From an optimization exercise on the open Yosys and OpenROAD flow, aimed at small area and a short achievable clock period; shortcuts taken in it are not production practice. At most, simulation tests tie the RTL to the original design; equivalence was not proved. Function not checked in run 1: the RTL went through the layout flow alone. Power figures rest on the tool's default switching activity, not on a simulated workload.

**config.mk**
```make
export PLATFORM = sky130hd
export DESIGN_NAME = fadd_sub
export DESIGN_NICKNAME = fadd_sub
export VERILOG_FILES = /design/flow/design.v
export SDC_FILE = /design/flow/constraint.sdc
export NUM_CORES = 4
export LEC_CHECK = 0
export ABC_AREA = 1
export CAP_MARGIN = 20
export CORE_MARGIN = 2
export CORE_UTILIZATION = 40
export SLEW_MARGIN = 20
```
**constraint.sdc**
```tcl
create_clock -name core_clock -period 12.0 [get_ports {clk_i}]
set_input_delay 2.4000 -clock core_clock [delete_from_list [all_inputs] [get_ports {clk_i}]]
set_output_delay 2.4000 -clock core_clock [all_outputs]
set_load 0.01 [all_outputs]
```
**design.v**
```verilog
module fadd_sub(
  input  logic        clk_i,
  input  logic [31:0] operand_a,
  input  logic [31:0] operand_b,
  output logic [31:0] result_o
);
  wire        sa = operand_a[31], sb = operand_b[31];
  wire [7:0]  fa = operand_a[30:23], fb = operand_b[30:23];
  wire        za = (fa == 8'd0), zb = (fb == 8'd0);    
  wire [7:0]  ea1 = {fa[7:1], fa[0] | za};             
  wire [7:0]  eb1 = {fb[7:1], fb[0] | zb};
  wire [23:0] ma = {~za, operand_a[22:0]};
  wire [23:0] mb = {~zb, operand_b[22:0]};
  wire [7:0]  ea = {fa[7:1], fa[0] | (za & (operand_a[22:0] != 23'd0))};
  wire [7:0]  eb = {fb[7:1], fb[0] | (zb & (operand_b[22:0] != 23'd0))};
  wire [7:0]  xp = fa ^ ~fb;
  wire [7:0]  xg = fa & ~fb;
  wire eg0 = xg[1] | (xp[1] & xg[0]);
  wire ep0 = xp[1] & xp[0];
  wire eg1 = xg[3] | (xp[3] & xg[2]);
  wire ep1 = xp[3] & xp[2];
  wire eg2 = xg[5] | (xp[5] & xg[4]);
  wire ep2 = xp[5] & xp[4];
  wire eg3 = xg[7] | (xp[7] & xg[6]);
  wire ep3 = xp[7] & xp[6];
  wire eg4 = xg[2] | (xp[2] & eg0);
  wire ep4 = xp[2] & ep0;
  wire eg5 = eg1 | (ep1 & eg0);
  wire ep5 = ep1 & ep0;
  wire eg6 = xg[6] | (xp[6] & eg2);
  wire ep6 = xp[6] & ep2;
  wire eg7 = eg3 | (ep3 & eg2);
  wire ep7 = ep3 & ep2;
  wire eg8 = xg[4] | (xp[4] & eg5);
  wire ep8 = xp[4] & ep5;
  wire eg9 = eg2 | (ep2 & eg5);
  wire ep9 = ep2 & ep5;
  wire eg10 = eg6 | (ep6 & eg5);
  wire ep10 = ep6 & ep5;
  wire eg11 = eg7 | (ep7 & eg5);
  wire ep11 = ep7 & ep5;
  wire [7:0]  gE = {eg11, eg10, eg9, eg8, eg5, eg4, eg0, xg[0]};
  wire [7:0]  pE;
  assign pE[0] = xp[0];
  assign pE[1] = pE[0] & xp[1];
  assign pE[2] = pE[1] & xp[2];
  assign pE[3] = pE[2] & xp[3];
  assign pE[4] = pE[3] & xp[4];
  assign pE[5] = pE[4] & xp[5];
  assign pE[6] = pE[5] & xp[6];
  assign pE[7] = pE[6] & xp[7];
  wire        a_exp_gt = gE[7];               
  wire        exp_eq = pE[7];                 
  wire [7:0]  d;                              
  wire        corr = za ^ zb;
  assign d[0] = a_exp_gt ? (xp[0] ^ ~corr) : ~(xp[0] ^ corr);
  assign d[1] = a_exp_gt ? (xp[1] ^ (gE[0] | (pE[0] & ~corr))) : ~(xp[1] ^ (gE[0] | (pE[0] & corr)));
  assign d[2] = a_exp_gt ? (xp[2] ^ (gE[1] | (pE[1] & ~corr))) : ~(xp[2] ^ (gE[1] | (pE[1] & corr)));
  assign d[3] = a_exp_gt ? (xp[3] ^ (gE[2] | (pE[2] & ~corr))) : ~(xp[3] ^ (gE[2] | (pE[2] & corr)));
  assign d[4] = a_exp_gt ? (xp[4] ^ (gE[3] | (pE[3] & ~corr))) : ~(xp[4] ^ (gE[3] | (pE[3] & corr)));
  assign d[5] = a_exp_gt ? (xp[5] ^ (gE[4] | (pE[4] & ~corr))) : ~(xp[5] ^ (gE[4] | (pE[4] & corr)));
  assign d[6] = a_exp_gt ? (xp[6] ^ (gE[5] | (pE[5] & ~corr))) : ~(xp[6] ^ (gE[5] | (pE[5] & corr)));
  assign d[7] = a_exp_gt ? (xp[7] ^ (gE[6] | (pE[6] & ~corr))) : ~(xp[7] ^ (gE[6] | (pE[6] & corr)));
  wire [23:0] ma_s = ma, mb_s = mb;
  wire [22:0] cg = operand_a[22:0] & ~operand_b[22:0];
  wire [22:0] cp = operand_a[22:0] | ~operand_b[22:0];
  wire fcg0 = cg[1] | (cp[1] & cg[0]);
  wire fcp0 = cp[1] & cp[0];
  wire fcg1 = cg[3] | (cp[3] & cg[2]);
  wire fcp1 = cp[3] & cp[2];
  wire fcg2 = cg[5] | (cp[5] & cg[4]);
  wire fcp2 = cp[5] & cp[4];
  wire fcg3 = cg[7] | (cp[7] & cg[6]);
  wire fcp3 = cp[7] & cp[6];
  wire fcg4 = cg[9] | (cp[9] & cg[8]);
  wire fcp4 = cp[9] & cp[8];
  wire fcg5 = cg[11] | (cp[11] & cg[10]);
  wire fcp5 = cp[11] & cp[10];
  wire fcg6 = cg[13] | (cp[13] & cg[12]);
  wire fcp6 = cp[13] & cp[12];
  wire fcg7 = cg[15] | (cp[15] & cg[14]);
  wire fcp7 = cp[15] & cp[14];
  wire fcg8 = cg[17] | (cp[17] & cg[16]);
  wire fcp8 = cp[17] & cp[16];
  wire fcg9 = cg[19] | (cp[19] & cg[18]);
  wire fcp9 = cp[19] & cp[18];
  wire fcg10 = cg[21] | (cp[21] & cg[20]);
  wire fcp10 = cp[21] & cp[20];
  wire fcg11 = fcg1 | (fcp1 & fcg0);
  wire fcp11 = fcp1 & fcp0;
  wire fcg12 = fcg3 | (fcp3 & fcg2);
  wire fcp12 = fcp3 & fcp2;
  wire fcg13 = fcg5 | (fcp5 & fcg4);
  wire fcp13 = fcp5 & fcp4;
  wire fcg14 = fcg7 | (fcp7 & fcg6);
  wire fcp14 = fcp7 & fcp6;
  wire fcg15 = fcg9 | (fcp9 & fcg8);
  wire fcp15 = fcp9 & fcp8;
  wire fcg16 = cg[22] | (cp[22] & fcg10);
  wire fcp16 = cp[22] & fcp10;
  wire fcg17 = fcg12 | (fcp12 & fcg11);
  wire fcp17 = fcp12 & fcp11;
  wire fcg18 = fcg14 | (fcp14 & fcg13);
  wire fcp18 = fcp14 & fcp13;
  wire fcg19 = fcg16 | (fcp16 & fcg15);
  wire fcp19 = fcp16 & fcp15;
  wire fcg20 = fcg18 | (fcp18 & fcg17);
  wire fcp20 = fcp18 & fcp17;
  wire fcg21 = fcg19 | (fcp19 & fcg20);
  wire        f_gt = fcg21;    
  wire        a_gt_b = a_exp_gt | (exp_eq & f_gt);
  wire [4:0]  ds = d[4:0] | {5{d[7:5] != 3'd0}};    
  wire        sub = sa ^ sb;
  wire [23:0] m_big   = a_gt_b ? ma : mb;
  wire [23:0] m_small = a_gt_b ? mb_s : ma_s;
  wire [23:0] sh1 = ds[0] ? {1'b0, m_small[23:1]} : m_small;
  wire [23:0] sh2 = ds[1] ? {2'b0, sh1[23:2]} : sh1;
  wire [23:0] sh4 = ds[2] ? {4'b0, sh2[23:4]} : sh2;
  wire [23:0] sh8 = ds[3] ? {8'b0, sh4[23:8]} : sh4;
  wire [23:0] sh16 = ds[4] ? {16'b0, sh8[23:16]} : sh8;
  wire [23:0] y = sh16 ^ {24{sub}};
  logic        r_sign, r_sub;
  logic [7:0]  r_exp;
  logic [23:0] r_p, r_g;
  always_ff @(posedge clk_i) begin
    r_sign <= a_gt_b ? sa : sb;
    r_sub  <= sub;
    r_exp  <= a_gt_b ? ea : eb;
    r_p    <= m_big ^ y;
    r_g    <= m_big & y;
  end
  wire [24:0] p = {r_p, 1'b0};
  wire [24:0] g = {r_g, r_sub};
  wire [24:0] s;    
  wire cg12 = g[1] | (p[1] & g[0]);
  wire cp12 = p[1] & p[0];
  wire cg13 = g[3] | (p[3] & g[2]);
  wire cp13 = p[3] & p[2];
  wire cg14 = g[5] | (p[5] & g[4]);
  wire cp14 = p[5] & p[4];
  wire cg15 = g[7] | (p[7] & g[6]);
  wire cp15 = p[7] & p[6];
  wire cg16 = g[9] | (p[9] & g[8]);
  wire cp16 = p[9] & p[8];
  wire cg17 = g[11] | (p[11] & g[10]);
  wire cp17 = p[11] & p[10];
  wire cg18 = g[13] | (p[13] & g[12]);
  wire cp18 = p[13] & p[12];
  wire cg19 = g[15] | (p[15] & g[14]);
  wire cp19 = p[15] & p[14];
  wire cg20 = g[17] | (p[17] & g[16]);
  wire cp20 = p[17] & p[16];
  wire cg21 = g[19] | (p[19] & g[18]);
  wire cp21 = p[19] & p[18];
  wire cg22 = g[21] | (p[21] & g[20]);
  wire cp22 = p[21] & p[20];
  wire cg23 = g[23] | (p[23] & g[22]);
  wire cp23 = p[23] & p[22];
  wire cg24 = g[2] | (p[2] & cg12);
  wire cp24 = p[2] & cp12;
  wire cg25 = cg13 | (cp13 & cg12);
  wire cp25 = cp13 & cp12;
  wire cg26 = g[6] | (p[6] & cg14);
  wire cp26 = p[6] & cp14;
  wire cg27 = cg15 | (cp15 & cg14);
  wire cp27 = cp15 & cp14;
  wire cg28 = g[10] | (p[10] & cg16);
  wire cp28 = p[10] & cp16;
  wire cg29 = cg17 | (cp17 & cg16);
  wire cp29 = cp17 & cp16;
  wire cg30 = g[14] | (p[14] & cg18);
  wire cp30 = p[14] & cp18;
  wire cg31 = cg19 | (cp19 & cg18);
  wire cp31 = cp19 & cp18;
  wire cg32 = g[18] | (p[18] & cg20);
  wire cp32 = p[18] & cp20;
  wire cg33 = cg21 | (cp21 & cg20);
  wire cp33 = cp21 & cp20;
  wire cg34 = g[22] | (p[22] & cg22);
  wire cp34 = p[22] & cp22;
  wire cg35 = cg23 | (cp23 & cg22);
  wire cp35 = cp23 & cp22;
  wire cg36 = g[4] | (p[4] & cg25);
  wire cp36 = p[4] & cp25;
  wire cg37 = cg14 | (cp14 & cg25);
  wire cp37 = cp14 & cp25;
  wire cg38 = cg26 | (cp26 & cg25);
  wire cp38 = cp26 & cp25;
  wire cg39 = cg27 | (cp27 & cg25);
  wire cp39 = cp27 & cp25;
  wire cg40 = g[12] | (p[12] & cg29);
  wire cp40 = p[12] & cp29;
  wire cg41 = cg18 | (cp18 & cg29);
  wire cp41 = cp18 & cp29;
  wire cg42 = cg30 | (cp30 & cg29);
  wire cp42 = cp30 & cp29;
  wire cg43 = cg31 | (cp31 & cg29);
  wire cp43 = cp31 & cp29;
  wire cg44 = g[20] | (p[20] & cg33);
  wire cp44 = p[20] & cp33;
  wire cg45 = cg22 | (cp22 & cg33);
  wire cp45 = cp22 & cp33;
  wire cg46 = cg34 | (cp34 & cg33);
  wire cp46 = cp34 & cp33;
  wire cg47 = cg35 | (cp35 & cg33);
  wire cp47 = cp35 & cp33;
  wire cg48 = g[8] | (p[8] & cg39);
  wire cp48 = p[8] & cp39;
  wire cg49 = cg16 | (cp16 & cg39);
  wire cp49 = cp16 & cp39;
  wire cg50 = cg28 | (cp28 & cg39);
  wire cp50 = cp28 & cp39;
  wire cg51 = cg29 | (cp29 & cg39);
  wire cp51 = cp29 & cp39;
  wire cg52 = cg40 | (cp40 & cg39);
  wire cp52 = cp40 & cp39;
  wire cg53 = cg41 | (cp41 & cg39);
  wire cp53 = cp41 & cp39;
  wire cg54 = cg42 | (cp42 & cg39);
  wire cp54 = cp42 & cp39;
  wire cg55 = cg43 | (cp43 & cg39);
  wire cp55 = cp43 & cp39;
  wire cg56 = g[24] | (p[24] & cg47);
  wire cp56 = p[24] & cp47;
  wire cg57 = g[16] | (p[16] & cg55);
  wire cp57 = p[16] & cp55;
  wire cg58 = cg20 | (cp20 & cg55);
  wire cp58 = cp20 & cp55;
  wire cg59 = cg32 | (cp32 & cg55);
  wire cp59 = cp32 & cp55;
  wire cg60 = cg33 | (cp33 & cg55);
  wire cp60 = cp33 & cp55;
  wire cg61 = cg44 | (cp44 & cg55);
  wire cp61 = cp44 & cp55;
  wire cg62 = cg45 | (cp45 & cg55);
  wire cp62 = cp45 & cp55;
  wire cg63 = cg46 | (cp46 & cg55);
  wire cp63 = cp46 & cp55;
  wire cg64 = cg47 | (cp47 & cg55);
  wire cp64 = cp47 & cp55;
  wire cg65 = cg56 | (cp56 & cg55);
  wire cp65 = cp56 & cp55;
  assign s[0] = p[1] ^ g[0];
  assign s[1] = p[2] ^ cg12;
  assign s[2] = p[3] ^ cg24;
  assign s[3] = p[4] ^ cg25;
  assign s[4] = p[5] ^ cg36;
  assign s[5] = p[6] ^ cg37;
  assign s[6] = p[7] ^ cg38;
  assign s[7] = p[8] ^ cg39;
  assign s[8] = p[9] ^ cg48;
  assign s[9] = p[10] ^ cg49;
  assign s[10] = p[11] ^ cg50;
  assign s[11] = p[12] ^ cg51;
  assign s[12] = p[13] ^ cg52;
  assign s[13] = p[14] ^ cg53;
  assign s[14] = p[15] ^ cg54;
  assign s[15] = p[16] ^ cg55;
  assign s[16] = p[17] ^ cg57;
  assign s[17] = p[18] ^ cg58;
  assign s[18] = p[19] ^ cg59;
  assign s[19] = p[20] ^ cg60;
  assign s[20] = p[21] ^ cg61;
  assign s[21] = p[22] ^ cg62;
  assign s[22] = p[23] ^ cg63;
  assign s[23] = p[24] ^ cg64;
  assign s[24] = cg65;
  wire        norm = s[24] & ~r_sub;    
  assign result_o = {r_sign,
                     norm ? r_exp + 8'd1 : r_exp,
                     norm ? s[23:1] : s[22:0]};
endmodule
```
**flow/run.sh**
```bash
#!/bin/bash
# Own layout flow: the standard ORFS flow (standard.sh), with these changes:
#  - ports are buffered with sky130_fd_sc_hd__buf_1 (which repair may upsize)
#    instead of the clkdlybuf4s50_1 that buffer_ports picks by default;
#  - repair_timing aims for a setup slack margin of MARGIN ns (flow/margin);
#  - if flow/abc.script exists, synthesis is the standard synthesis script
#    with that ABC script for the combinational mapping (flow/my_synth.tcl);
#    flip-flops are mapped before ABC runs, so registers are unchanged;
#  - any extra ORFS variables listed in flow/env (KEY=VALUE lines).
# Every tool's output goes to the ORFS logs under orfs/logs, and make's own
# output to standard.log in this folder.
set -euo pipefail
MARGIN=$(cat flow/margin 2>/dev/null || echo 5)
export BUFFER_PORTS_ARGS="-buffer_cell sky130_fd_sc_hd__buf_1"
if [[ -f flow/env ]]; then set -a; source flow/env; set +a; fi
EXTRA=()
if [[ -f flow/abc.script ]]; then
  export MY_ABC_SCRIPT="$PWD/flow/abc.script"
  EXTRA+=("SYNTH_SCRIPT=$PWD/flow/my_synth.tcl")
fi
bash standard.sh "${EXTRA[@]}" SETUP_SLACK_MARGIN=$MARGIN finish > standard.log 2>&1
```
**flow/abc.script**
```
strash
dch
map -B 0.9 -D 4000
topo
stime -c
buffer -c
upsize -c -D 4000
dnsize -c -D 4000
```
**flow/env**
```
CTS_ARGS="-sink_clustering_enable -repair_clock_nets -dont_use_dummy_load -buf_list sky130_fd_sc_hd__clkbuf_8"
```
**flow/margin**
```
6.3
```
**flow/my_synth.tcl**
```tcl
# The standard synthesis script (synth_recipe.tcl), except that Yosys's abc
# step runs the ABC script named by MY_ABC_SCRIPT instead of ORFS's.
proc synth {args} { yosys synth -nofsm -noshare {*}$args }
proc abc {args} {
  set i [lsearch -exact $args -script]
  if {$i >= 0 && [info exists ::env(MY_ABC_SCRIPT)] && $::env(MY_ABC_SCRIPT) ne ""} {
    lset args [expr {$i + 1}] $::env(MY_ABC_SCRIPT)
  }
  yosys abc {*}$args
}
source $::env(SCRIPTS_DIR)/synth.tcl
# left out here: clear keep_hierarchy, flatten, clean up, hide names made inside functions, write 1_2_yosys.v
```
**standard.sh**
```bash
#!/bin/bash
# synth_recipe.tcl (not shown) runs the flow's synth.tcl, then flattens the netlist and writes it again
# the make line also repeats each setting of config.mk as NAME=value (left out here)
make -C /OpenROAD-flow-scripts/flow DESIGN_CONFIG=/design/flow/config.mk WORK_HOME=/design/flow/orfs CLKGATE_MAP_FILE= SYNTH_SCRIPT=/design/flow/synth_recipe.tcl "${@:-finish}"
```
==> results of run 1 <==
flip-flops by register name, indices dropped and copies added (netlist names):
| name | count |
|---|---|
| r_p | 24 |
| r_exp | 8 |
| r_g | 24 |
| r_sub | 1 |
| r_sign | 1 |
through the flow:
stage | power [mW] | instances
4_1_cts | 0.893 | 1225
5_1_grt | 1.03 | 1253
3_3_place_gp | 0.726 | 1195
3_5_place_dp | 0.729 | 1195
2_1_floorplan | 0.595 | 950
6_report | 0.947 | 1253
cell usage in the layout, fill, tap and decap left out, drive strengths merged:
cell      instances
clkinvlp          8
dfxtp            58
o211ai            3
a21boi            2
xnor2            11
o21ai            84
nand2           279
buf             135
mux2              1
fa                2
inv              84
nand3           178
or2               2
clkbuf           20
nor4              7
nor2             52
o21bai            4
xor2             36
clkinv            2
a21oi            31
bufbuf            1
a211oi            2
ha               38
nand4            11
a31oi             3
o22ai             9
nor3              5
nand3b            5
repair_timing:
| action | CTS | global route |
|---|---|---|
| resized for setup | 40 | 67 |
| cloned | 7 | 5 |
| endpoints found under the setup margin | 79 | 79 |
| buffers inserted | 14 | 23 |
| pin swaps | 5 | 23 |
final cells by class:
| class | instances | area [um2] |
|---|---|---|
| multi-input combinational | 765 | 4260 |
| tap | 180 | 225 |
| clock buffer | 9 | 124 |
| timing repair inverter | 5 | 37.5 |
| timing repair buffer | 147 | 880 |
| sequential | 58 | 1160 |
| fill | 1455 | 6790 |
| inverter | 89 | 347 |
logic make-up after synthesis:
logic type                 synth area share
buffers and inverters                0.0867
xor gates and xnor gates             0.0731
AOI/OAI and AO/OA                     0.130
muxes                               0.00200
and+or+nand+nor                       0.410
adders and majority gates            0.0916
DFF                                   0.206
metal layers:
metal,GRT usage,wire length [um]
met3,0.0214,1360
met5,0,0
met4,0.0819,752
met1,0.354,8920
met2,0.391,8700
power by group through the flow:
stage	Combinational [mW]	Clock (mW)	Sequential, mW
2_1_floorplan	0.338	0	0.257
3_3_place_gp	0.460	0	0.266
3_5_place_dp	0.463	0	0.266
4_1_cts	0.505	0.126	0.262
5_1_grt	0.632	0.134	0.268
6_report	0.560	0.124	0.263
worst paths after layout:
path                          start  endpoint  slack (ns)
worst min-delay path  operand_a[24]  r_exp[1]        2.40
worst max-delay path  operand_b[29]    r_p[1]        6.50
critical path: cells and delay by family:
kind          cells  cell delay (ns)
xor+xnor          1             0.17
fa+ha+maj         2             0.69
buf+inv           6             0.79
simple gates     15             1.65
==> flow_metrics.env, run 1 <==
export IMPL_hp_class="primary input to register"
export IMPL_crit_fanout=10
export IMPL_grt_pass1_wl_mm=29.5
export IMPL_cts_buffer_depth=2
export IMPL_cts_htree_levels=3
export IMPL_synth_edf_count=0
export IMPL_ys_top_cells_by_area="dfxtp_1 (21%), nand2_1 (19%), nand3_1 (16%)"
export IMPL_worst_setup_path_end_kind="register"
export IMPL_hold_violations=0
export IMPL_leakage_nw=3.33
export IMPL_placed_area_mm2=0.00615
export IMPL_drt_iter0_markers=718
export IMPL_yosys_top_cells_count="nand2_1 (278), nand3_1 (178), inv_1 (87)"
export IMPL_die_height_um=123
export IMPL_seq_power_share=0.278
export IMPL_wl_mm=19.7
export IMPL_power_density_mw_per_mm2=135
export IMPL_dp_slack_ns=5.11
export IMPL_avgSynthCellArea_um2=5.93
export IMPL_clkTransAtPathRegs_ns=0.05
export IMPL_antenna_found_initial=0
export IMPL_antenna_left=0
export IMPL_fp_row_count=43
export IMPL_yosysTopAreaCellShare=0.206
export IMPL_drv_cap=0
export IMPL_io_buffers=96
export IMPL_ys_ff_latch=58
export IMPL_drive_gt1_frac=0.126
export IMPL_areaGrowthSynthToFinish_pct=25.0
export IMPL_ys_seq_area_frac=0.206
export IMPL_slew_headroom=0.538
export IMPL_yosysUniqueCellTypes=27
export IMPL_drc_errors=0
export IMPL_cp_cell_sequence="buf_1 -> inv_1 -> nand4_1 -> nor2_4 -> nand2_1 -> nand2_2 -> inv_1 -> fa_1 -> xnor2_1 -> nand2_1 -> nand2_1 -> nor2_4 -> buf_12 -> clkinvlp_4 -> buf_4 -> nand3_1 -> nand2_1 -> nand2_1 -> nand3_1 -> nand2_1 -> nand2_1 -> nand2_1 -> nand2_1 -> ha_1"
export IMPL_swShare=0.450
export IMPL_whs_ns=2.40
export IMPL_power_switching_mw=0.426
export IMPL_synth_area_mm2=0.00563
export IMPL_dominantRegCellSynth="dfxtp_1"
export IMPL_routabilityCongestion=0.982
export IMPL_yosysWarnings=1
export IMPL_required_ns=12.20
export IMPL_cts_tree="built"
export IMPL_clkPwrFrac=0.131
export IMPL_start_util=0.407
export IMPL_dieArea_mm2=0.0150
export IMPL_ios=97
export IMPL_drt_pass1_iter_count=6
export IMPL_min_path_cells=3
export IMPL_timing_fmax_ghz=0.182
export IMPL_track_usage=0.247
export IMPL_clock_root_buffer="clkbuf_8"
export IMPL_min_period_ns=5.50
export IMPL_finalSetupViolCount=0
export IMPL_fin_tns_setup_ns=0
export IMPL_synth_top_area_cell="dfxtp_1"
export IMPL_final_nets=1180
export IMPL_critPathKind="primary input to register"
export IMPL_fin_area_mm2=0.00704
export IMPL_maxSlewViolCount=0
export IMPL_p_int_mw=0.521
export IMPL_async_reset_ff_frac=0
export IMPL_crit_arrival_ns=5.70
export IMPL_wl_per_cell_um=15.7
export IMPL_cts_buffers=9
export IMPL_status="finished clean"
export IMPL_combPwrFrac=0.592
export IMPL_yosys_cell_count_top_type="nand2_1"
export IMPL_cts_sinks=58
export IMPL_period_share=0.458
export IMPL_grt_pass1_vias=5762
export IMPL_grt_overflow_total=0
export IMPL_vias_per_cell=5.47
export IMPL_die_w_um=123
export IMPL_fin_ws_ns=6.50
export IMPL_vias=6859
export IMPL_synth_nets=1055
export IMPL_synth_cells=950
export IMPL_ir_worst_vdd_mv=0.0523
export IMPL_rsz0062_at_grt="no"
export IMPL_hpwlAfterDp_mm=14.1
export IMPL_start_kind="primary input"
export IMPL_worst_pin_slew_ns=0.686
export IMPL_crit_slowest_cell="fa_1"
export IMPL_antenna_cells=0
export IMPL_core_region_area_mm2=0.0138
export IMPL_grt_max_degree=90
export IMPL_ctsHoldBuffers=0
export IMPL_crit_top_cell="nand2_1"
export IMPL_critical_path_max_stage_delay_ns=0.40
export IMPL_final_core_util=0.509
==> inputs of run 2 (changes only) <==
--- a/design.v
+++ b/design.v
@@ -121,16 +121,16 @@
   wire [23:0] y = sh16 ^ {24{sub}};
   logic        r_sign, r_sub;
   logic [7:0]  r_exp;
-  logic [23:0] r_p, r_g;
+  logic [23:0] r_x, r_y;
   always_ff @(posedge clk_i) begin
     r_sign <= a_gt_b ? sa : sb;
     r_sub  <= sub;
     r_exp  <= a_gt_b ? ea : eb;
-    r_p    <= m_big ^ y;
-    r_g    <= m_big & y;
+    r_x    <= m_big;
+    r_y    <= y;
   end
-  wire [24:0] p = {r_p, 1'b0};
-  wire [24:0] g = {r_g, r_sub};
+  wire [24:0] p = {r_x ^ r_y, 1'b0};
+  wire [24:0] g = {r_x & r_y, r_sub};
   wire [24:0] s;    
   wire cg12 = g[1] | (p[1] & g[0]);
   wire cp12 = p[1] & p[0];
==> run 2 against run 1 <==
Sequential power shrank 8.7%. Design area increased by 0.48%. Clock power increased by 8%. Sequential share of layout area down 0.079 points. Flip-flop and latch count stayed put. Clock-buffer cell count unchanged. Setup slack worse by 0.074 ns. Synthesized cell count increased by 3.2%. Routed wire length grew 10%. Worst hold slack lost 0.048 ns.
==> flow_metrics.env, run 2 <==
export IMPL_status="finished clean"
export IMPL_whs_endpoint="r_sign"
export IMPL_track_usage=0.276
export IMPL_rsz0062_at_grt="no"
export IMPL_ys_seq_area_frac=0.202
export IMPL_final_nets=1200
export IMPL_slew_headroom=0.430
export IMPL_yosys_top_cells_count="nand2_1 (302), nand3_1 (176), inv_1 (99)"
export IMPL_async_reset_ff_frac=0
export IMPL_fin_tns_setup_ns=0
export IMPL_synth_top_area_cell="dfxtp_1"
export IMPL_drive_gt1_frac=0.110
export IMPL_wl_met3_mm=1.72
export IMPL_antenna_cells=0
export IMPL_reg_largest_list="r_x x24, r_y x24, r_exp x8"
export IMPL_whs_ns=2.35
export IMPL_grt_pass1_wl_mm=32.7
export IMPL_drt_iter0_markers=817
export IMPL_avgSynthCellArea_um2=5.87
export IMPL_hp_class="primary input to register"
export IMPL_dp_slack_ns=4.69
export IMPL_fin_ws_ns=6.42
export IMPL_grt_pass1_vias=6154
export IMPL_io_buffers=96
export IMPL_dominantRegCellSynth="dfxtp_1"
export IMPL_grt_max_degree=68
export IMPL_wl_per_cell_um=17.1
export IMPL_cts_sinks=58
export IMPL_ys_top_cells_by_area="dfxtp_1 (20%), nand2_1 (20%), nand3_1 (15%)"
export IMPL_path_buf_inv=6
export IMPL_ctsHoldBuffers=0
export IMPL_fp_row_count=43
export IMPL_wl_met1_mm=9.85
export IMPL_critical_path_top_delay_family="buffers and inverters"
export IMPL_maxSlewViolCount=0
export IMPL_required_ns=12.18
export IMPL_synth_edf_count=0
export IMPL_cts_tree="built"
export IMPL_min_period_ns=5.58
export IMPL_start_kind="primary input"
export IMPL_yosysTopAreaCellShare=0.202
export IMPL_vias=7037
export IMPL_synth_cells=980
export IMPL_power_density_mw_per_mm2=139
export IMPL_clock_root_buffer="clkbuf_8"
export IMPL_drc_errors=0
export IMPL_crit_slowest_cell="nor3_1"
export IMPL_cts_buffer_depth=2
export IMPL_crit_arrival_ns=5.76
export IMPL_die_height_um=124
export IMPL_cp_cell_sequence="buf_1 -> inv_2 -> ha_1 -> a21oi_4 -> o21ai_2 -> a21boi_2 -> nor2_1 -> nor2_4 -> buf_12 -> clkinvlp_4 -> o211ai_1 -> o21ai_0 -> xor2_2 -> nor2_1 -> buf_4 -> clkinvlp_4 -> nor3_1 -> xor2_1"
export IMPL_critical_path_max_stage_delay_ns=0.39
export IMPL_routabilityCongestion=0.997
export IMPL_yosysWarnings=1
export IMPL_synth_nets=1084
export IMPL_hold_violations=0
export IMPL_cts_htree_levels=3
export IMPL_clkTransAtPathRegs_ns=0.06
export IMPL_crit_fanout=26
export IMPL_antenna_found_initial=0
export IMPL_drv_cap=0
export IMPL_final_cell_mix="nand2_1 (295), nand3_1 (172), inv_1 (88)"
export IMPL_antenna_left=0
export IMPL_ios=97
export IMPL_layout_commonest_cell="nand2_1"
export IMPL_grt_overflow_total=0
export IMPL_leakage_nw=3.39
export IMPL_wl_mm=21.8
export IMPL_ys_ff_latch=58
export IMPL_dr_wl_met2_mm=9.50
export IMPL_finalSetupViolCount=0
export IMPL_worst_pin_slew_ns=0.853
export IMPL_worst_setup_path_end_kind="register"
export IMPL_critPathKind="primary input to register"
export IMPL_period_share=0.465
export IMPL_ir_worst_vdd_mv=0.0464
export IMPL_timing_fmax_ghz=0.179
export IMPL_yosys_cell_count_top_type="nand2_1"
export IMPL_core_region_area_mm2=0.0140
export IMPL_hpwlAfterDp_mm=15.4
export IMPL_areaGrowthSynthToFinish_pct=22.9
export IMPL_vias_per_cell=5.52
export IMPL_die_w_um=124
export IMPL_min_from="operand_b[31]"
export IMPL_start_util=0.411
export IMPL_yosysUniqueCellTypes=27
export IMPL_dr_max_layer_used="met4"
export IMPL_dieArea_mm2=0.0154
export IMPL_drt_pass1_iter_count=6
export IMPL_synth_area_mm2=0.00575
export IMPL_cts_buffers=9
export IMPL_min_path_cells=2
-- run 2: cell types whose count changed in the layout (fill, tap and decap cells not counted), sizes merged, moves of 3 or more --
cell	change
o21bai	-3
fa	+5
ha	-6
clkbuf	-3
nand2	+25
inv	+9
xnor2	-3
o21ai	-4
nand4	+6
a21oi	+5
buf	-4
-- run 2: stage by stage --
| stage | util | area, um2 | cells | power [mW] |
|---|---|---|---|---|
| final | 0.505 | 7070 | 1274 | 0.981 |
| after global routing | 0.505 | 7070 | 1274 | 1.07 |
| after CTS | 0.478 | 6690 | 1255 | 0.931 |
| after detailed placement | 0.447 | 6250 | 1223 | 0.745 |
| after global placement | 0.447 | 6250 | 1223 | 0.745 |
| after floorplan | - | 5760 | 980 | 0.602 |
-- run 2: how the worst max path moves through the flow --
stage / start / end / depth (start not counted)
CTS: operand_a[24] / r_y[14] / 24
finish: operand_b[23] / r_y[20] / 18
floorplan: operand_b[24] / r_y[13] / 17
detailed placement: r_sub / result_o[27] / 19
global placement: r_sub / result_o[27] / 19
global route: r_y[2] / result_o[11] / 18
-- run 2: logic make-up after synthesis --
kind of cell,after synthesis,share of synthesized area
mux,2,0.00370
xor+xnor,42,0.0639
flops,58,0.202
fa+ha+maj,39,0.0939
buf+inv,141,0.0926
compound gates,136,0.124
simple gates,562,0.420
-- run 2: layout make-up --
class / instances / area (um2)
Inverter: 100 / 399
Tap cell: 180 / 225
Fill cell: 1538 / 6920
Sequential cell: 58 / 1160
Timing Repair inverter: 3 / 22.5
Clock buffer: 9 / 124
Timing Repair Buffer: 139 / 808
Multi-Input combinational cell: 785 / 4330
-- run 2: repair_timing --
action,in CTS,in global routing
setup buffers,15,15
pin swaps,12,11
setup endpoints to repair,55,55
gates cloned,8,4
gates resized for setup,46,53
-- run 2: per-layer routing --
metal	global-route usage	vias to the layer above
met5	0	-
met2	0.428	332
li1	-	3485
met1	0.387	3173
met4	0.100	0
met3	0.0449	47
-- run 2: power by group --
part	leakage, nW	switching [mW]	internal [mW]
clock	0.0647	0.0670	0.0665
combinational	2.84	0.381	0.226
sequential	0.489	0.0179	0.222
==> inputs of run 3 (changes only) <==
==> flow/env (replaced) <==
CTS_ARGS="-sink_clustering_enable -repair_clock_nets -dont_use_dummy_load -buf_list sky130_fd_sc_hd__clkbuf_8"
ADDER_MAP_FILE=
==> run 3 against run 2 <==
Still clean on timing, DRC and antenna. Sequential power barely moved. Area after synthesis down 3.0%. Fmax up 2.3%. Setup slack gained 0.12 ns. Synthesized cell count is 4.5% higher. Routed wire length shrank 17%. Combinational power decreased by 14%. Design area shrank 7.9%. Die area is 2.9% lower. Critical endpoint is now r_y[5]. Largest cell class unchanged.
==> flow_metrics.env, run 3 <==
export IMPL_min_from="operand_a[0]"
export IMPL_min_period_ns=5.45
export IMPL_swShare=0.477
export IMPL_seq_power_share=0.271
export IMPL_yosys_cell_count_top_type="nand2_1"
export IMPL_start_util=0.405
export IMPL_drv_cap=0
export IMPL_final_nets=1182
export IMPL_die_w_um=122
export IMPL_ys_ff_latch=58
export IMPL_wl_mm=18.0
export IMPL_core_region_area_mm2=0.0138
export IMPL_die_height_um=122
export IMPL_hpwlAfterDp_mm=13.5
export IMPL_rsz0062_at_grt="no"
export IMPL_yosys_top_cells_count="nand2_1 (319), nand3_1 (157), inv_1 (119)"
export IMPL_vias_per_cell=5.13
export IMPL_ir_worst_vdd_mv=0.0708
export IMPL_synth_area_mm2=0.00558
export IMPL_worst_setup_path_end_kind="register"
export IMPL_fin_tns_setup_ns=0
export IMPL_yosysUniqueCellTypes=32
export IMPL_cts_htree_levels=3
export IMPL_avgSynthCellArea_um2=5.45
export IMPL_hp_class="primary input to register"
export IMPL_regArea_mm2=0.00116
export IMPL_combPwrFrac=0.583
export IMPL_multi_input_area_mm2=0.00397
export IMPL_cts_tree="built"
export IMPL_drt_iter0_markers=598
export IMPL_ys_top_cells_by_area="nand2_1 (21%), dfxtp_1 (21%), nand3_1 (14%)"
export IMPL_fp_row_count=43
export IMPL_antenna_found_initial=0
export IMPL_placed_area_mm2=0.00606
export IMPL_finalSetupViolCount=0
export IMPL_crit_fanout=28
export IMPL_start_kind="primary input"
export IMPL_grt_pass1_wl_mm=27.3
export IMPL_critPathKind="primary input to register"
export IMPL_antenna_cells=0
export IMPL_drc_errors=0
export IMPL_grt_pass1_vias=5528
export IMPL_io_buffers=96
export IMPL_min_path_cells=3
export IMPL_timing_fmax_ghz=0.183
export IMPL_power_density_mw_per_mm2=138
export IMPL_worst_pin_slew_ns=0.590
export IMPL_wl_per_cell_um=13.9
export IMPL_cts_buffers=9
export IMPL_grt_max_degree=79
export IMPL_fill_cells=1564
export IMPL_layout_commonest_cell="nand2_1"
export IMPL_synth_edf_count=0
export IMPL_routabilityCongestion=0.955
export IMPL_dieArea_mm2=0.0149
export IMPL_crit_arrival_ns=5.67
export IMPL_dominantRegCellSynth="dfxtp_1"
export IMPL_drt_pass1_iter_count=6
export IMPL_ys_seq_area_frac=0.208
export IMPL_areaGrowthSynthToFinish_pct=16.7
export IMPL_async_reset_ff_frac=0
export IMPL_slew_headroom=0.603
export IMPL_reg_largest_list="r_x x24, r_y x24, r_exp x8"
export IMPL_clkTransAtPathRegs_ns=0.06
export IMPL_required_ns=12.22
export IMPL_synth_nets=1089
export IMPL_whs_endpoint="r_x[0]"
export IMPL_cts_sinks=58
export IMPL_fin_area_mm2=0.00651
export IMPL_status="finished clean"
export IMPL_final_cell_mix="nand2_1 (312), nand3_1 (157), inv_1 (116)"
export IMPL_power_switching_mw=0.427
export IMPL_clkPwrFrac=0.146
export IMPL_drive_gt1_frac=0.0610
export IMPL_antenna_left=0
export IMPL_leakage_nw=3.18
export IMPL_ios=97
export IMPL_synth_cells=1024
export IMPL_hold_violations=0
export IMPL_grt_overflow_total=0
export IMPL_cts_buffer_depth=2
export IMPL_track_usage=0.230
export IMPL_maxSlewViolCount=0
export IMPL_period_share=0.454
export IMPL_p_int_mw=0.469
export IMPL_synth_top_area_cell="nand2_1"
export IMPL_yosysWarnings=1
export IMPL_clock_root_buffer="clkbuf_8"
export IMPL_yosysTopAreaCellShare=0.215
export IMPL_vias=6649
## run 3: worst max path at each step
stage	from	endpoint	slack, ns	depth (start not counted)
floorplan	r_x[0]	result_o[17]	6.85	18
global route	operand_a[28]	r_y[1]	6.27	24
detailed placement	r_y[0]	result_o[2]	5.59	18
finish	operand_a[28]	r_y[5]	6.55	21
CTS	r_y[0]	result_o[2]	6.29	19
global placement	operand_a[27]	r_y[4]	5.57	20
## run 3: final cells by class
class	instances	area share
inverter	122	0.0742
sequential	58	0.179
timing repair buffer	113	0.0780
timing repair inverter	5	0.00500
tap	180	0.0346
clock buffer	9	0.0190
multi-input combinational	808	0.611
## run 3: per-stage QoR
step,instances,utilization,worst slack (ns),hold slack [ns],power (mW)
after floorplan,1024,-,6.85,2.51,0.599
after global placement,1266,0.440,5.57,2.67,0.717
after detailed placement,1266,0.440,5.59,2.68,0.718
after CTS,1279,0.456,6.29,2.33,0.866
after global routing,1295,0.473,6.27,2.37,0.978
final,1295,0.473,6.55,2.35,0.896
## run 3: what timing repair did
action	in CTS	in global routing
setup buffers	1	9
endpoints found under the setup margin	53	55
cloned	3	7
pin swaps	1	7
resized for setup	18	36
endpoints found under the hold margin	0	0
hold buffers	0	0
## run 3: critical path, stage by stage
cell and delay [ns]:
buf_1 0.15, inv_1 0.07, nor2_1 0.17, nor2_1 0.12, inv_1 0.10, nor2_1 0.07
inv_1 0.14, nor2_1 0.07, a21oi_2 0.17, buf_6 0.20, clkinvlp_4 0.16, buf_4 0.17
buf_4 0.13, o21ai_0 0.21, xor2_1 0.31, nand2_4 0.19, inv_8 0.19, nand4_1 0.16
or2_2 0.32, nand3_1 0.08, nand2_1 0.06
## run 3: kinds of logic after synthesis
group                  synth area share
buffers and inverters             0.109
flip-flops                        0.208
AO/OA/AOI/OAI                     0.130
AND/OR/NAND/NOR                   0.461
multiplexers                    0.00561
XOR/XNOR                         0.0863
## run 3: metal layers
| metal | up-vias | part of all wire | track usage |
|---|---|---|---|
| met3 | 35 | 0.066 | 0.0403 |
| met4 | 0 | 0.022 | 0.0517 |
| met1 | 2892 | 0.46 | 0.323 |
| met2 | 239 | 0.45 | 0.367 |
| met5 | - | 0 | 0 |
| li1 | 3483 | - | - |
## run 3: power groups by stage
stage          registers [mW]  clock network [mW]  logic (mW)
6_report                0.242               0.131       0.522
3_5_place_dp            0.246                   0       0.472
5_1_grt                 0.245               0.140       0.592
2_1_floorplan           0.238                   0       0.361
4_1_cts                 0.242               0.135       0.489
3_3_place_gp            0.245                   0       0.472
==> inputs of run 4 (changes only) <==
==> flow/abc.script (replaced) <==
strash
dch
map -B 0.9 -D 4000
strash
dch
map -B 0.9 -D 4000
topo
stime -c
buffer -c
upsize -c -D 4000
dnsize -c -D 4000
==> run 4 against run 3 <==
Sequential share of layout area is the same. Die area grew 0.57%. Setup slack lost 0.0035 ns. Area after synthesis grew 0.58%. Sequential power is essentially flat. Worst hold slack lost 0.054 ns. Design area is the same. Non-clock buffer count shrank 4. Global-route usage grew 0.32 points. Still clean on timing, DRC and antenna. First-iteration DRC count grew 0.17%. Utilization is the same.
==> flow_metrics.env, run 4 <==
export IMPL_hpwlAfterDp_mm=13.6
export IMPL_hold_violations=0
export IMPL_fill_cells=1584
export IMPL_synth_area_mm2=0.00561
export IMPL_yosysUniqueCellTypes=32
export IMPL_min_path_cells=3
export IMPL_drv_cap=0
export IMPL_slew_headroom=0.634
export IMPL_power_density_mw_per_mm2=136
export IMPL_layout_commonest_cell="nand2_1"
export IMPL_cts_buffer_depth=2
export IMPL_worst_setup_path_end_kind="output port"
export IMPL_fin_tns_setup_ns=0
export IMPL_track_usage=0.233
export IMPL_crit_arrival_ns=3.05
export IMPL_yosysWarnings=1
export IMPL_dieArea_mm2=0.0150
export IMPL_cts_buffers=9
export IMPL_maxSlewViolCount=0
export IMPL_fin_area_mm2=0.00651
export IMPL_synth_nets=1111
export IMPL_core_region_area_mm2=0.0138
export IMPL_wl_mm=17.6
export IMPL_start_util=0.407
export IMPL_worst_pin_slew_ns=0.544
export IMPL_stdcell_count=1318
export IMPL_cts_tree="built"
export IMPL_ctsHoldBuffers=0
export IMPL_yosys_cell_count_top_type="nand2_1"
export IMPL_drc_errors=0
export IMPL_die_height_um=122
export IMPL_antenna_cells=0
export IMPL_routabilityCongestion=0.979
export IMPL_dominantRegCellSynth="dfxtp_1"
export IMPL_cts_htree_levels=3
export IMPL_drt_iter0_markers=599
export IMPL_avgSynthCellArea_um2=5.36
export IMPL_ir_worst_vdd_mv=0.0489
export IMPL_clkTransAtPathRegs_ns=0.06
export IMPL_reg_largest_list="r_x x24, r_y x24, r_exp x8"
export IMPL_drt_pass1_iter_count=6
export IMPL_fp_row_count=43
export IMPL_synth_cells=1046
export IMPL_ios=97
export IMPL_yosys_top_cells_count="nand2_1 (363), nand3_1 (147), inv_1 (120)"
export IMPL_dp_cells=1293
export IMPL_ys_seq_area_frac=0.207
export IMPL_synth_top_area_cell="nand2_1"
export IMPL_ys_ff_latch=58
export IMPL_placed_area_mm2=0.00610
export IMPL_grt_max_degree=99
export IMPL_async_reset_ff_frac=0
export IMPL_yosysTopAreaCellShare=0.243
export IMPL_grt_pass1_wl_mm=27.5
export IMPL_areaGrowthSynthToFinish_pct=16.0
export IMPL_start_kind="register"
export IMPL_grt_overflow_total=0
export IMPL_final_nets=1205
export IMPL_rsz0062_at_grt="no"
export IMPL_hp_class="primary input to register"
export IMPL_clock_root_buffer="clkbuf_8"
export IMPL_final_cell_mix="nand2_1 (352), nand3_1 (145), inv_1 (114)"
export IMPL_vias_per_cell=5.09
export IMPL_min_period_ns=5.45
export IMPL_timing_fmax_ghz=0.183
export IMPL_antenna_found_initial=0
export IMPL_antenna_left=0
export IMPL_critPathKind="register to output port"
export IMPL_synth_edf_count=0
export IMPL_ys_top_cells_by_area="nand2_1 (24%), dfxtp_1 (21%), nand3_1 (13%)"
export IMPL_period_share=0.455
export IMPL_required_ns=9.60
export IMPL_vias=6715
export IMPL_finalSetupViolCount=0
export IMPL_wl_per_cell_um=13.4
export IMPL_grt_pass1_vias=5696
export IMPL_status="finished clean"
export IMPL_drive_gt1_frac=0.0615
export IMPL_cts_sinks=58
export IMPL_die_w_um=122
export IMPL_leakage_nw=3.29
export IMPL_crit_fanout=5
export IMPL_io_buffers=96
==> run 4: cell types whose count changed in the layout (fill, tap and decap cells not counted), moves of 4 or more <==
cell and change:
nand2_1 +40, o21ai_0 -15, nand3_1 -12, nor2_1 +10, xnor2_1 -6, clkinvlp_4 +5, o22ai_1 +5, nand2_2 +4
or2_2 +4
==> run 4: report_power, final <==
group	internal, mW	total [mW]	switching (mW)	leakage (nW)
clock	0.0664	0.134	0.0672	0.0647
combinational	0.175	0.512	0.338	2.74
sequential	0.222	0.241	0.0181	0.489
==> run 4: layer usage <==
layer / track usage / wire (um)
met1: 0.314 / 7970
met2: 0.388 / 8260
met3: 0.0330 / 1070
met4: 0.0647 / 348
met5: 0 / 0
==> run 4: metrics by stage <==
stage                     total power, mW  setup WS (ns)  hold WS, ns  utilization
after floorplan                     0.594           6.83         2.51            -
after global placement              0.717           4.86         2.64        0.443
after detailed placement            0.716           4.79         2.64        0.443
after CTS                           0.867           6.32         2.28        0.461
after global routing                0.969           6.28         2.30        0.473
final                               0.886           6.55         2.29        0.473
==> run 4: logic make-up after synthesis <==
family | share of synthesized area
xor+xnor | 0.0780
buf+inv | 0.106
compound gates | 0.121
simple gates | 0.483
mux | 0.00557
flops | 0.207
==> run 4: worst max-delay path, cell delays in order, from the launching register on <==
cell and delay [ns]:
dfxtp_1 0.36, nand2_1 0.09, nand2_1 0.06, nand2_1 0.07, o21a_1 0.20, o21ai_2 0.16
nand2_2 0.11, a31oi_4 0.17, nand2_1 0.09, nand2_2 0.10, nand2_1 0.07, nand2_2 0.10
nand2_1 0.07, nand2_2 0.11, nand2_1 0.10, nand2_4 0.11, nand3_2 0.12, nor2_4 0.13
nand2_2 0.08, nor2_4 0.11, xor2_1 0.15, buf_1 0.16
==> run 4: cell type report <==
type | instances | area, um2 | area share
Multi-Input combinational cell | 832 | 3980 | 0.612
Sequential cell | 58 | 1160 | 0.179
Inverter | 125 | 505 | 0.0777
Timing Repair Buffer | 109 | 473 | 0.0727
Tap cell | 180 | 225 | 0.0346
Clock buffer | 9 | 124 | 0.0190
Timing Repair inverter | 5 | 37.5 | 0.00577
==> run 4: repair_timing <==
item	CTS	global route
cloned	4	3
resized for setup	25	29
buffers inserted	2	7
setup endpoints to repair	54	44
pin swaps	1	2
endpoints found under the hold margin	0	0
==> run 4: worst paths after layout <==
check                     from            to  slack [ns]
hold / removal    operand_a[0]        r_x[0]        2.29
setup / recovery        r_x[0]  result_o[29]        6.55
==> inputs of run 5 (changes only) <==
==> flow/abc.script (replaced) <==
strash
dch -f
map -B 0.9 -D 4000
topo
stime -c
buffer -c
upsize -c -D 4000
dnsize -c -D 4000
==> run 5 against run 4 <==
Die area rose by 0.45%. Clock-buffer cell count unchanged. Clock power about the same. Still clean. Critical path depth shrank 2. Final cell count decreased by 1.1%.
==> flow_metrics.env, run 5 <==
export IMPL_fill_cells=1563
export IMPL_crit_top_cell="nand2_1"
export IMPL_min_from="operand_b[30]"
export IMPL_start_kind="register"
export IMPL_layout_commonest_cell="nand2_1"
export IMPL_leakage_nw=3.17
export IMPL_crit_slowest_cell="dfxtp_1"
export IMPL_synth_area_mm2=0.00564
export IMPL_yosysWarnings=1
export IMPL_vias_per_cell=5.15
export IMPL_crit_arrival_ns=3.02
export IMPL_wl_per_cell_um=14.0
export IMPL_maxSlewViolCount=0
export IMPL_final_nets=1191
export IMPL_yosysUniqueCellTypes=28
export IMPL_slew_headroom=0.571
export IMPL_ys_seq_area_frac=0.206
export IMPL_hp_class="primary input to register"
export IMPL_vias=6710
export IMPL_min_period_ns=5.42
export IMPL_reg_largest_list="r_x x24, r_y x24, r_exp x8"
export IMPL_drt_iter0_markers=600
export IMPL_crit_fanout=9
export IMPL_ctsHoldBuffers=0
export IMPL_avgSynthCellArea_um2=5.47
export IMPL_drive_gt1_frac=0.0543
export IMPL_drc_errors=0
export IMPL_ys_ff_latch=58
export IMPL_cp_cell_sequence="inv_1 -> nand2_1 -> a21boi_2 -> o21ai_2 -> nand2_1 -> nand2_1 -> a21boi_2 -> inv_1 -> nand2_1 -> nand2_1 -> a21oi_4 -> o21bai_4 -> nand3_1 -> nand3_4 -> nand2_8 -> clkinvlp_4 -> buf_4 -> o21ai_0 -> buf_1"
export IMPL_min_path_cells=3
export IMPL_dominantRegCellSynth="dfxtp_1"
export IMPL_yosys_cell_count_top_type="nand2_1"
export IMPL_ios=97
export IMPL_power_density_mw_per_mm2=132
export IMPL_totalPowerFinal_mw=0.871
export IMPL_period_share=0.452
export IMPL_dieArea_mm2=0.0151
export IMPL_final_cell_mix="nand2_1 (278), nand3_1 (178), inv_1 (120)"
export IMPL_synth_top_area_cell="dfxtp_1"
export IMPL_core_region_area_mm2=0.0138
export IMPL_antenna_cells=0
export IMPL_critical_path_max_stage_delay_ns=0.34
export IMPL_cts_sinks=58
export IMPL_fp_row_count=43
export IMPL_cts_buffer_depth=2
export IMPL_grt_max_degree=97
export IMPL_cts_tree="built"
export IMPL_cts_buffers=9
export IMPL_critical_path_top_delay_family="compound AO/OA/AOI/OAI gates"
export IMPL_routabilityCongestion=0.933
export IMPL_critPathKind="register to output port"
export IMPL_finalSetupViolCount=0
export IMPL_status="finished clean"
export IMPL_rsz0062_at_grt="no"
export IMPL_wl_mm=18.2
export IMPL_synth_edf_count=0
export IMPL_io_buffers=96
export IMPL_die_height_um=123
export IMPL_yosys_top_cells_count="nand2_1 (281), nand3_1 (180), inv_1 (125)"
export IMPL_path_buf_inv=5
export IMPL_cts_htree_levels=3
export IMPL_clock_root_buffer="clkbuf_8"
export IMPL_die_w_um=123
export IMPL_worst_pin_slew_ns=0.638
export IMPL_synth_nets=1096
export IMPL_ys_top_cells_by_area="dfxtp_1 (21%), nand2_1 (19%), nand3_1 (16%)"
export IMPL_antenna_left=0
export IMPL_required_ns=9.60
export IMPL_grt_pass1_wl_mm=28.5
export IMPL_antenna_found_initial=0
export IMPL_worst_setup_path_end_kind="output port"
export IMPL_synth_cells=1031
export IMPL_fin_tns_setup_ns=0
export IMPL_areaGrowthSynthToFinish_pct=16.7
export IMPL_yosysTopAreaCellShare=0.206
export IMPL_async_reset_ff_frac=0
export IMPL_whs_endpoint="r_exp[7]"
export IMPL_track_usage=0.239
export IMPL_drt_pass1_iter_count=7
export IMPL_whs_ns=2.34
export IMPL_ir_worst_vdd_mv=0.0507
export IMPL_hpwlAfterDp_mm=13.8
export IMPL_start_util=0.408
export IMPL_drv_cap=0
export IMPL_grt_overflow_total=0
export IMPL_timing_fmax_ghz=0.185
export IMPL_grt_pass1_vias=5811
export IMPL_hold_violations=0
export IMPL_clkTransAtPathRegs_ns=0.06
run 5: changes by cell type after synthesis, sizes merged, moves of 5 or more:
cell | previous run | this run
nand3 | 147 | 180
xnor2 | 6 | 11
clkbuf | 28 | 35
o21ai | 77 | 88
a21oi | 27 | 34
nand2 | 363 | 281
or2 | 7 | 0
nor4 | 4 | 11
run 5: logic make-up (layout without fill, tap and decap cells):
logic type	Yosys count	after routing	share of synthesized area
AND/OR/NAND/NOR	609	612	0.460
buffers and inverters	166	256	0.111
AO/OA/AOI/OAI	140	140	0.132
flip-flops	58	58	0.206
XOR/XNOR	54	54	0.0839
multiplexers	4	4	0.00732
run 5: how the worst max path moves through the flow:
stage	start	to	depth (start not counted)	slack [ns]
5_1_grt	operand_b[27]	r_y[7]	24	6.31
6_report	r_y[0]	result_o[4]	19	6.58
2_1_floorplan	r_x[0]	result_o[21]	17	6.79
3_3_place_gp	r_y[0]	result_o[22]	18	5.43
4_1_cts	operand_b[23]	r_y[3]	22	6.31
3_5_place_dp	r_y[0]	result_o[22]	18	5.39
run 5: report_power, final:
group / switching, mW / internal (mW) / total [mW]
Combinational: 0.327 / 0.174 / 0.502
Sequential: 0.0169 / 0.222 / 0.238
Clock: 0.0641 / 0.0665 / 0.131
run 5: routing by layer:
layer	global-route usage	share of wire	vias up	wire length (um)
met5	0	0	-	0
met4	0.0884	0.029	0	534
met3	0.0130	0.051	36	939
met2	0.376	0.45	227	8170
met1	0.343	0.47	2920	8600
li1	-	-	3527	-
run 5: final cells by class:
type	count	area, um2	area share
multi-input cells	810	4000	0.608
repair inverters	6	42.5	0.00647
repair buffers	115	538	0.0818
clock buffers	9	124	0.0188
well taps	180	225	0.0342
flip-flops and latches	58	1160	0.176
inverters	126	492	0.0747
run 5: worst min-delay path, delay by kind of cell:
family	cells	cell delay [ns]
buf+inv	2	0.16
simple gates	1	0.07
run 5: through the flow:
step,setup WS [ns],util,std cells,instance area [um2]
finish,6.58,0.476,1304,6580
global route,6.31,0.476,1304,6580
global placement,5.43,0.443,1273,6120
detailed placement,5.39,0.443,1273,6120
floorplan,6.79,-,1031,5640
CTS,6.31,0.462,1292,6390
run 5: what timing repair did:
| item | 4_1_cts | 5_1_grt |
|---|---|---|
| buffers inserted | 6 | 7 |
| pin swaps | 2 | 4 |
| gates resized for setup | 19 | 26 |
| gates cloned | 4 | 5 |
| endpoints found under the setup margin | 55 | 55 |
==> inputs of run 6 (changes only) <==
==> flow/abc.script (replaced) <==
strash
dch
map -B 0.9
topo
stime -c
buffer -c
upsize -c
dnsize -c
==> run 6 against run 5 <==
Design area rose by 1.4%. Area after synthesis is 7.1% higher. Die area increased by 6.8%. Final cell count increased by 3.9%. Global-route usage down 1.3 points. Worst hold slack worse by 0.038 ns. Combinational power rose by 5.0%. Flip-flop and latch count did not move. Non-clock buffer count is 16 lower. Critical path type unchanged. Critical endpoint is now result_o[25].
==> flow_metrics.env, run 6 <==
export IMPL_cts_htree_levels=3
export IMPL_areaGrowthSynthToFinish_pct=10.5
export IMPL_ys_seq_area_frac=0.192
export IMPL_reg_largest_list="r_x x24, r_y x24, r_exp x8"
export IMPL_vias_per_cell=5.09
export IMPL_final_core_util=0.456
export IMPL_yosys_cell_count_top_type="nand2_1"
export IMPL_antenna_cells=0
export IMPL_worst_setup_path_end_kind="output port"
export IMPL_final_nets=1238
export IMPL_async_reset_ff_frac=0
export IMPL_final_cell_mix="nand2_1 (349), nand3_1 (187), inv_1 (110)"
export IMPL_cts_tree="built"
export IMPL_crit_slowest_cell="dfxtp_1"
export IMPL_grt_met3_usage=0.0321
export IMPL_dieArea_mm2=0.0161
export IMPL_totalPowerFinal_mw=0.908
export IMPL_drv_cap=0
export IMPL_track_usage=0.226
export IMPL_fin_ws_ns=6.61
export IMPL_cts_buffer_depth=2
export IMPL_post_cts_setup_buffers=0
export IMPL_vias=6899
export IMPL_avgSynthCellArea_um2=5.49
export IMPL_yosysUniqueCellTypes=43
export IMPL_fin_area_mm2=0.00667
export IMPL_die_height_um=127
export IMPL_dp_slack_ns=5.82
export IMPL_hp_class="primary input to register"
export IMPL_dp_cells=1344
export IMPL_synth_area_mm2=0.00604
export IMPL_io_buffers=96
export IMPL_crit_fanout=14
export IMPL_ys_ff_latch=58
export IMPL_grt_pass1_vias=5816
export IMPL_cts_buffers=9
export IMPL_core_region_area_mm2=0.0146
export IMPL_yosysWarnings=1
export IMPL_drc_errors=0
export IMPL_fin_tns_setup_ns=0
export IMPL_start_kind="register"
export IMPL_dominantRegCellSynth="dfxtp_1"
export IMPL_required_ns=9.60
export IMPL_ys_top_cells_by_area="nand2_1 (22%), dfxtp_1 (19%), nand3_1 (16%)"
export IMPL_rsz0062_at_grt="no"
export IMPL_antenna_left=0
export IMPL_synth_edf_count=0
export IMPL_cts_sinks=58
export IMPL_slew_headroom=0.557
export IMPL_start_util=0.412
export IMPL_wl_per_cell_um=13.7
export IMPL_status="finished clean"
export IMPL_top_usage_layer="met2"
export IMPL_worst_pin_slew_ns=0.663
export IMPL_placed_area_mm2=0.00645
export IMPL_clock_root_buffer="clkbuf_8"
export IMPL_maxSlewViolCount=0
export IMPL_layout_commonest_cell="nand2_1"
export IMPL_cp_cell_sequence="nand2_1 -> a21boi_2 -> o21ai_2 -> nor2_1 -> nor2_2 -> nand2_1 -> nand2_1 -> nand2_1 -> nand2_2 -> a21o_4 -> nand2_1 -> nand2_2 -> nand3_1 -> nand3_4 -> nand2_8 -> nor2_2 -> nand2_1 -> xnor2_1 -> buf_1"
export IMPL_drive_gt1_frac=0.0649
export IMPL_power_density_mw_per_mm2=136
export IMPL_critPathKind="register to output port"
export IMPL_clkTransAtPathRegs_ns=0.07
export IMPL_ios=97
export IMPL_synth_nets=1165
export IMPL_synth_top_area_cell="nand2_1"
export IMPL_hold_violations=0
export IMPL_die_w_um=127
export IMPL_critical_path_max_stage_delay_ns=0.35
export IMPL_timing_fmax_ghz=0.185
export IMPL_stdcell_count=1355
export IMPL_ir_worst_vdd_mv=0.0474
export IMPL_whs_ns=2.30
export IMPL_hpwlAfterDp_mm=14.5
export IMPL_antenna_found_initial=0
export IMPL_use_met2=0.344
export IMPL_crit_top_cell="nand2_1"
export IMPL_ctsHoldBuffers=0
export IMPL_grt_max_degree=95
export IMPL_drt_pass1_iter_count=5
export IMPL_finalSetupViolCount=0
export IMPL_grt_overflow_total=0
export IMPL_period_share=0.449
export IMPL_yosysTopAreaCellShare=0.218
export IMPL_synth_cells=1100
export IMPL_drt_iter0_markers=671
export IMPL_wl_mm=18.6
export IMPL_min_period_ns=5.39
export IMPL_leakage_nw=3.35
export IMPL_fp_row_count=44
export IMPL_crit_arrival_ns=2.99
export IMPL_yosys_top_cells_count="nand2_1 (350), nand3_1 (188), inv_1 (110), nor2_1 (110), o21ai_0 (69)"
export IMPL_grt_pass1_wl_mm=29.2
export IMPL_routabilityCongestion=0.925
export IMPL_grt_use_met1=0.335
[run 6: cells by family (layout without fill, tap and decap cells)]
group / after synthesis / after routing / share of synthesized area
buffers and inverters: 165 / 234 / 0.113
muxes: 1 / 1 / 0.00187
DFF: 58 / 58 / 0.192
AOI/OAI and AO/OA: 120 / 120 / 0.108
adders and majority gates: 1 / 1 / 0.00166
xor gates and xnor gates: 51 / 51 / 0.0740
and+or+nand+nor: 704 / 706 / 0.509
[run 6: per-layer routing]
| metal | vias up | share of wire |
|---|---|---|
| met5 | - | 0 |
| met4 | 0 | 0.014 |
| met3 | 16 | 0.053 |
| met2 | 212 | 0.44 |
| met1 | 3006 | 0.50 |
| li1 | 3665 | - |
[run 6: timing repair]
item,4_1_cts,5_1_grt
endpoints found under the setup margin,38,46
gates cloned,0,2
pin swaps,0,2
gates resized for setup,7,12
[run 6: report_power, final]
| group | internal (mW) | switching (mW) |
|---|---|---|
| Clock | 0.0665 | 0.0719 |
| Sequential | 0.222 | 0.0206 |
| Combinational | 0.175 | 0.352 |
| Total | 0.464 | 0.444 |
[run 6: area by class of cell]
cell class                      count  area, um2
Tap cell                          184        230
Inverter                          126        488
Multi-Input combinational cell    879       4280
Timing Repair Buffer               99        389
Fill cell                        1680       7970
Sequential cell                    58       1160
Clock buffer                        9        124
[run 6: final timing paths]
check | startpoint | endpoint | slack [ns] | cells past startpoint
worst max-delay path | r_y[0] | result_o[25] | 6.61 | 19
worst min-delay path | operand_a[3] | r_x[3] | 2.30 | 3
[run 6: critical path, delay by kind of cell, from the launching register on]
family                    cells  cell delay, ns
AOI/OAI and AO/OA             3            0.48
xor gates and xnor gates      1            0.14
and+or+nand+nor              14            1.48
buffers and inverters         1            0.17
DFF                           1            0.35
==> inputs of run 7 (changes only) <==
==> flow/abc.script (replaced) <==
strash
dch
map -B 0.9 -D 3800
topo
stime -c
buffer -c
upsize -c -D 3800
dnsize -c -D 3800
==> run 7 against run 6 <==
Combinational power rose by 1%. Global-route usage rose by 0.79 points. Via count rose by 0.99%. Area after synthesis fell by 3.5%. Highest routed layer unchanged.
==> flow_metrics.env, run 7 <==
export IMPL_status="finished clean"
export IMPL_seq_power_share=0.266
export IMPL_drv_cap=0
export IMPL_drt_iter0_markers=664
export IMPL_critical_path_max_stage_delay_ns=0.35
export IMPL_grt_max_degree=95
export IMPL_ys_ff_latch=58
export IMPL_grt_pass1_vias=5954
export IMPL_ys_top_cells_by_area="nand2_1 (23%), dfxtp_1 (20%), nand3_1 (16%)"
export IMPL_vias=6967
export IMPL_synth_top_area_cell="nand2_1"
export IMPL_final_cell_mix="nand2_1 (358), nand3_1 (189), inv_1 (120)"
export IMPL_power_switching_mw=0.433
export IMPL_period_share=0.451
export IMPL_yosysWarnings=1
export IMPL_drc_errors=0
export IMPL_cp_cell_sequence="buf_1 -> inv_1 -> nand2_1 -> nand2_1 -> o21ai_0 -> nand2_1 -> nand3_4 -> clkinv_4 -> nand3_1 -> nand2_1 -> inv_1 -> nand3_1 -> nor2_2 -> nand2_2 -> inv_6 -> nand4_1 -> or2_2 -> nand3_1 -> nand2_1"
export IMPL_crit_top_cell="nand2_1"
export IMPL_reg_largest_list="r_x x24, r_y x24, r_exp x8"
export IMPL_areaGrowthSynthToFinish_pct=14.7
export IMPL_totalPowerFinal_mw=0.903
export IMPL_clkTransAtPathRegs_ns=0.06
export IMPL_die_w_um=125
export IMPL_yosysUniqueCellTypes=32
export IMPL_worst_pin_slew_ns=0.716
export IMPL_antenna_left=0
export IMPL_clkPwrFrac=0.143
export IMPL_synth_cells=1100
export IMPL_maxSlewViolCount=0
export IMPL_die_height_um=125
export IMPL_ys_seq_area_frac=0.199
export IMPL_yosysTopAreaCellShare=0.235
export IMPL_crit_fanout=28
export IMPL_synth_nets=1165
export IMPL_wl_mm=18.8
export IMPL_hp_class="primary input to register"
export IMPL_cts_htree_levels=3
export IMPL_min_period_ns=5.42
export IMPL_crit_arrival_ns=5.62
export IMPL_yosys_cell_count_top_type="nand2_1"
export IMPL_start_kind="primary input"
export IMPL_finalSetupViolCount=0
export IMPL_worst_setup_path_end_kind="register"
export IMPL_hpwlAfterDp_mm=14.7
export IMPL_grt_pass1_wl_mm=30.0
export IMPL_wl_per_cell_um=13.8
export IMPL_leakage_nw=3.37
export IMPL_required_ns=12.21
export IMPL_cts_buffer_depth=2
export IMPL_io_buffers=96
export IMPL_timing_fmax_ghz=0.185
export IMPL_cts_buffers=9
export IMPL_fp_row_count=44
export IMPL_ios=97
export IMPL_cts_sinks=58
export IMPL_async_reset_ff_frac=0
export IMPL_layout_commonest_cell="nand2_1"
export IMPL_core_region_area_mm2=0.0144
export IMPL_crit_slowest_cell="o21ai_0"
export IMPL_rsz0062_at_grt="no"
export IMPL_vias_per_cell=5.10
export IMPL_cts_tree="built"
export IMPL_ir_worst_vdd_mv=0.0512
export IMPL_antenna_cells=0
export IMPL_dominantRegCellSynth="dfxtp_1"
export IMPL_fin_tns_setup_ns=0
export IMPL_p_int_mw=0.469
export IMPL_routabilityCongestion=0.912
export IMPL_stdcell_count=1365
export IMPL_drive_gt1_frac=0.0449
export IMPL_combPwrFrac=0.591
export IMPL_antenna_found_initial=0
export IMPL_grt_overflow_total=0
export IMPL_yosys_top_cells_count="nand2_1 (364), nand3_1 (192), nor2_1 (124)"
export IMPL_final_core_util=0.465
export IMPL_drt_pass1_iter_count=5
export IMPL_start_util=0.405
export IMPL_synth_edf_count=0
export IMPL_swShare=0.480
export IMPL_final_nets=1248
export IMPL_avgSynthCellArea_um2=5.30
export IMPL_hold_violations=0
export IMPL_synth_area_mm2=0.00583
export IMPL_power_density_mw_per_mm2=135
export IMPL_track_usage=0.233
export IMPL_dp_cells=1346
export IMPL_clock_root_buffer="clkbuf_8"
export IMPL_slew_headroom=0.522
export IMPL_critPathKind="primary input to register"
export IMPL_dieArea_mm2=0.0155
run 7: changes by cell type in the layout (fill, tap and decap cells not counted), moves of 9 or more:
cell,previous run,this run
inv_2,14,1
inv_1,110,120
nor2_1,107,117
nand2_1,349,358
run 7: through the flow:
stage | setup slack (ns) | hold slack [ns] | instance area, um2
finish | 6.58 | 2.34 | 6680
global route | 6.27 | 2.35 | 6680
global placement | 5.22 | 2.69 | 6310
floorplan | 6.84 | 2.50 | 5830
CTS | 6.31 | 2.32 | 6510
detailed placement | 5.15 | 2.67 | 6310
run 7: final timing paths:
| path | slack (ns) | to | cells past startpoint | startpoint |
|---|---|---|---|---|
| worst max-delay path | 6.58 | r_y[4] | 19 | operand_b[28] |
| worst min-delay path | 2.34 | r_x[3] | 3 | operand_a[3] |
run 7: layout make-up:
type,instances,area [um2]
fill,1623,7690
sequential,58,1160
clock buffer,9,124
timing repair inverter,3,20.0
tap,184,230
inverter,126,493
multi-input combinational,878,4170
timing repair buffer,107,485
run 7: power by group through the flow:
stage | Clock, mW | Sequential (mW) | Combinational (mW)
finish | 0.129 | 0.240 | 0.534
floorplan | 0 | 0.238 | 0.378
CTS | 0.134 | 0.241 | 0.510
detailed placement | 0 | 0.245 | 0.499
global route | 0.140 | 0.244 | 0.610
global placement | 0 | 0.244 | 0.499
run 7: cell families (layout without fill, tap and decap cells):
| logic type | after synthesis | in the layout | synth area share |
|---|---|---|---|
| AOI/OAI and AO/OA | 120 | 120 | 0.110 |
| xor gates and xnor gates | 51 | 51 | 0.0767 |
| adders and majority gates | 1 | 1 | 0.00172 |
| buffers and inverters | 165 | 245 | 0.107 |
| DFF | 58 | 58 | 0.199 |
| muxes | 1 | 1 | 0.00193 |
| and+or+nand+nor | 704 | 705 | 0.504 |
run 7: worst max-delay path: cells and delay by family:
family	cells	cell delay (ns)
AOI/OAI and AO/OA	1	0.35
buffers and inverters	5	0.69
and+or+nand+nor	13	2.17
run 7: repair_timing:
item	in CTS	in global routing
gates resized for setup	16	31
endpoints found under the setup margin	55	53
pin swaps	0	2
hold buffers	0	0
gates cloned	1	4
setup buffers	1	4
run 7: routing by layer:
layer | track usage | share of wire | up-vias | routed length, um
met5 | 0 | 0 | - | 0
met4 | 0.0707 | 0.027 | 0 | 516
met3 | 0.0116 | 0.053 | 36 | 997
met2 | 0.356 | 0.43 | 213 | 8140
met1 | 0.353 | 0.49 | 3038 | 9170
li1 | - | - | 3680 | -

## separate check: timing with driven ports
Ports are ideal in the flow. The routed layouts listed here were re-timed in OpenROAD.
Step 1 (the two cells are an assumption about what drives the block):
set clk [get_ports {clk_i}]
set_driving_cell -lib_cell sky130_fd_sc_hd__clkbuf_16 $clk
set_driving_cell -lib_cell sky130_fd_sc_hd__buf_2 [delete_from_list [all_inputs] $clk]
Step 2 adds t to the input delays and takes it off the output delays; t is the mean of the earliest and latest rising clock arrival at the registers after step 1. Input paths then give back, and output paths get back, about the clock's delay inside the block.
Slacks: ideal / step 1 / step 2; pairs: ideal / step 1.
run | t, ns | setup WS [ns] | hold WS [ns] | latest minus earliest clock arrival (ns) | pins driven straight from the clock port
run 1 | 0.337 | 6.499 / 6.480 / 6.169 | 2.397 / 2.392 / 2.729 | 0.008 / 0.007 | 1
run 2 | 0.359 | 6.425 / 6.423 / 6.063 | 2.350 / 2.349 / 2.708 | 0.015 / 0.015 | 1
run 3 | 0.349 | 6.549 / 6.555 / 6.206 | 2.346 / 2.344 / 2.693 | 0.012 / 0.012 | 1
run 4 | 0.375 | 6.546 / 6.512 / 6.285 | 2.292 / 2.283 / 2.658 | 0.012 / 0.012 | 1
run 5 | 0.354 | 6.582 / 6.547 / 6.244 | 2.338 / 2.327 / 2.681 | 0.016 / 0.016 | 1
run 6 | 0.378 | 6.608 / 6.574 / 6.306 | 2.299 / 2.310 / 2.688 | 0.022 / 0.022 | 1
run 7 | 0.351 | 6.583 / 6.553 / 6.242 | 2.342 / 2.335 / 2.685 | 0.020 / 0.019 | 1
After both steps setup and hold are still met in every run listed. The setup slack of run 2, which loses most, moves by -0.002 ns with the drivers and by -0.362 ns with both steps.
